Source: an optimization exercise on an open RTL-to-GDS flow (aim: small area, a short achievable clock period and few clock cycles). Production flows keep margins and buffers that such runs may drop. At most, simulation tests tie the RTL to the original design; equivalence was not proved.

Design M1, start of the top module:
module M1 (
   input  logic         Clock,
   input  logic         Resetn,
   input  logic         start,
   output logic         done,
   input  logic  [15:0] SRAM_read_data,
   output logic  [17:0] SRAM_address,
   output logic  [15:0] SRAM_write_data,
   output logic         SRAM_we_n
);
localparam [17:0] BASE_U   = 18'd13824;
localparam [17:0] BASE_V   = 18'd20736;
localparam [17:0] BASE_RGB = 18'd220672;
localparam [1:0] S_IDLE = 2'd0, S_FILL = 2'd1, S_RUN = 2'd2;
logic [1:0]  state;
logic [2:0]  ph;         
logic [6:0]  mc;         
logic [13:0] YP;         
logic [12:0] CP;         
logic [15:0] WP;         
logic [7:0]  win [0:19];
logic [7:0]  UB;
logic [15:0] VB;
logic [15:0] Yr;
logic [7:0]  Vp, B0h;
logic [8:0]  ps0, ps1, ps2, ps3, ps4;
logic [9:0]  ps24;
logic [8:0]  fs0, fs1, fs3, fs4;
logic [9:0]  fs24;
logic [12:0] Flo;
logic [9:0]  FhA, FhB, FqA, FqB, Fs;
logic        Fq12;
logic [7:0]  Fc;
assign ps0 = {1'b0, win[1]} + {1'b0, win[19]};
assign ps1 = {1'b0, win[3]} + {1'b0, win[17]};
assign ps2 = {1'b0, win[5]} + {1'b0, win[15]};
assign ps3 = {1'b0, win[7]} + {1'b0, win[13]};
assign ps4 = {1'b0, win[9]} + {1'b0, win[11]};
assign ps24 = {1'b0, ps2} + {1'b0, ps4};
always_ff @(posedge Clock) begin
   fs0 <= ps0;
   fs1 <= ps1;
   fs3 <= ps3;
   fs4 <= ps4;
   fs24 <= ps24;
end
logic [8:0]  nfs0, nfs1, nfs3, nfs4;
logic [9:0]  nfs24;
assign nfs0 = ~fs0;
assign nfs1 = ~fs1;
assign nfs3 = ~fs3;
assign nfs4 = ~fs4;
assign nfs24 = ~fs24;
logic fl1, fl2, fl3, fl4, fl5, fl6, fl7, fl8, fl9, fl10, fl11, fl12, fl13, fl14, fl15, fl16;
  ...
Size in the first run: ~55 I/O pins.
clock: 14.0 ns
lec_check: 0
abc_clock_period_in_ps: 4000
cap_margin: 20
core_margin: 2
core_utilization: 65
cts_buf_list: sky130_fd_sc_hd__clkbuf_4 sky130_fd_sc_hd__clkbuf_8
setup_slack_margin: 5
slew_margin: 20
synth_hierarchical: 1
standard.sh (not shown) runs the stock make flow with config.mk's settings and CLKGATE_MAP_FILE= SYNTH_SCRIPT=/design/flow/synth_recipe.tcl, a recipe that flattens the netlist after the stock synthesis.
==> flow/flow/run.sh <==
#!/bin/bash
set -euo pipefail
bash standard.sh SETUP_SLACK_MARGIN=10 finish > standard_make.log 2>&1
Rerun with:
--- a/flow/design.v
+++ b/flow/design.v
@@ -18,29 +18,29 @@
 logic [2:0]  ph;         
 logic [6:0]  mc;         
 logic [13:0] YP;         
 logic [12:0] CP;         
 logic [15:0] WP;         
 logic [7:0]  win [0:19];
 logic [7:0]  UB;
-logic [15:0] VB;
-logic [15:0] Yr;
+logic [7:0]  VBh, VBl;    
+logic [7:0]  Yrh, Yrl;    
 logic [7:0]  Vp, B0h;
 logic [8:0]  ps0, ps1, ps2, ps3, ps4;
 logic [9:0]  ps24;
 logic [8:0]  fs0, fs1, fs3, fs4;
 logic [9:0]  fs24;
 logic [12:0] Flo;
 logic [9:0]  FhA, FhB, FqA, FqB, Fs;
 logic        Fq12;
 logic [7:0]  Fc;
-assign ps0 = {1'b0, win[1]} + {1'b0, win[19]};
-assign ps1 = {1'b0, win[3]} + {1'b0, win[17]};
+m1_rca #(8) u_ps0 (.a(win[1]), .b(win[19]), .ci(1'b0), .s(ps0[7:0]), .co(ps0[8]));
+m1_rca #(8) u_ps1 (.a(win[3]), .b(win[17]), .ci(1'b0), .s(ps1[7:0]), .co(ps1[8]));
 assign ps2 = {1'b0, win[5]} + {1'b0, win[15]};
-assign ps3 = {1'b0, win[7]} + {1'b0, win[13]};
+m1_rca #(8) u_ps3 (.a(win[7]), .b(win[13]), .ci(1'b0), .s(ps3[7:0]), .co(ps3[8]));
 assign ps4 = {1'b0, win[9]} + {1'b0, win[11]};
 assign ps24 = {1'b0, ps2} + {1'b0, ps4};
 always_ff @(posedge Clock) begin
    fs0 <= ps0;
    fs1 <= ps1;
    fs3 <= ps3;
    fs4 <= ps4;
@@ -184,15 +184,15 @@
 logic [9:0]  RhA, RhB, GhA, GhB, RqA, RqB, GqA, GqB;
 logic [10:0] BhA, BhB, BqA, BqB;
 logic        Rq15, Gq15, Bq15;
 logic [9:0]  Rr, Gr;
 logic [10:0] Br;
 logic [7:0]  Rc, Gc, Bc;
 always_ff @(posedge Clock) begin
-   Yi <= odd_sel ? Yr[7:0] : Yr[15:8];
+   Yi <= odd_sel ? Yrl : Yrh;
    if (!odd_sel) Ui <= win[8];
    else if (up_ld) Ui <= Fc;        
    Vi <= odd_sel ? Vp : win[7];
 end
 logic [7:0]  nYi, nUi, nVi;
 assign nYi = ~Yi;
 assign nUi = ~Ui;
@@ -636,28 +636,30 @@
       endcase
    end
 end
 logic [7:0] sh_in;
 always_comb begin
    case (sh)
       SH_BUS:  sh_in = SRAM_read_data[15:8];
-      SH_VBH:  sh_in = VB[15:8];
-      SH_VBL:  sh_in = VB[7:0];
+      SH_VBH:  sh_in = VBh;
+      SH_VBL:  sh_in = VBl;
       SH_UB:   sh_in = UB;
       default: sh_in = win[18];
    endcase
 end
 always_ff @(posedge Clock) begin
    if (sh != SH_NONE) begin
       for (int i = 0; i < 19; i++) win[i] <= win[i+1];
       win[19] <= sh_in;
    end
    if (ub_ld) UB <= SRAM_read_data[7:0];
-   if (vb_ld) VB <= SRAM_read_data;
-   if (y_ld)  Yr <= SRAM_read_data;
+   VBh <= SRAM_read_data[15:8];
+   Yrh <= SRAM_read_data[15:8];
+   if (vb_ld) VBl <= SRAM_read_data[7:0];
+   if (y_ld)  Yrl <= SRAM_read_data[7:0];
    if (vp_ld) Vp <= Fc;
    B0h <= Bc;
    case (ph)
       3'd1:    SRAM_write_data <= {Rc, Gc};
       3'd2:    SRAM_write_data <= {B0h, Rc};
       default: SRAM_write_data <= {Gc, Bc};
    endcase
@@ -749,14 +751,28 @@
                end
             end
          endcase
       end
    endcase
 end
 endmodule
+module m1_rca #(parameter int N = 8) (
+   input  logic [N-1:0] a,
+   input  logic [N-1:0] b,
+   input  logic         ci,
+   output logic [N-1:0] s,
+   output logic         co
+);
+logic [N:0] c;
+assign c[0] = ci;
+for (genvar i = 0; i < N; i++) begin : g_bit
+   m1_fa u_fa (.a(a[i]), .b(b[i]), .c(c[i]), .s(s[i]), .co(c[i+1]));
+end
+assign co = c[N];
+endmodule
 module m1_fa (input logic a, input logic b, input logic c, output logic s, output logic co);
 assign s = a ^ b ^ c;
 assign co = (a & b) | (c & (a ^ b));
 endmodule
 module m1_ha (input logic a, input logic b, output logic s, output logic co);
 assign s = a ^ b;
 assign co = a & b;
Outcome: First-iteration DRC count went down by roughly a tenth. Synthesized area went down by a few percent. Hold slack got worse by 0.011 ns. Count of clock-buffer cells in the layout went down by 6. Die area went down by a few percent. Setup slack improved by 0.029 ns. Sequential share of layout area is about the same. Clock skew went up by 0.011 ns. Via count went down by a few percent. Global-route usage went up by 1.5 points. Sequential cell count went down by 8.
Testbench counts after the change, summed over its fixed seeds: cycles 432,900.
The RTL of the first run of this note was laid out without a check of its function.

[static timing again, ports no longer ideal]
In the flow no input, the clock included, has a driving cell. The finished layouts below were timed again as built, in two steps.
Step 1 (the two cells are an assumption about what drives the block):
set clk [get_ports {Clock}]
set_driving_cell -lib_cell sky130_fd_sc_hd__clkbuf_16 $clk
set_driving_cell -lib_cell sky130_fd_sc_hd__buf_2 [delete_from_list [all_inputs] $clk]
Step 2 also shifts input and output timing later by t, the mid clock arrival at the registers, as if the neighbouring blocks saw the same clock.
Three values: ideal, step 1, step 2; two values: the first two.
run | t, ns | slack for setup (ns) | worst setup path at the end | latest minus earliest clock arrival (ns)
the first run | 0.706 | 10.012 / 9.958 / 9.448 | input to register | 0.029 / 0.029
the second run | 0.678 | 10.042 / 9.989 / 9.395 | input to register | 0.041 / 0.042
After both steps setup and hold are still met in every run listed. The setup slack of the second run, which loses most, moves by -0.053 ns with the drivers and by -0.647 ns with both steps.
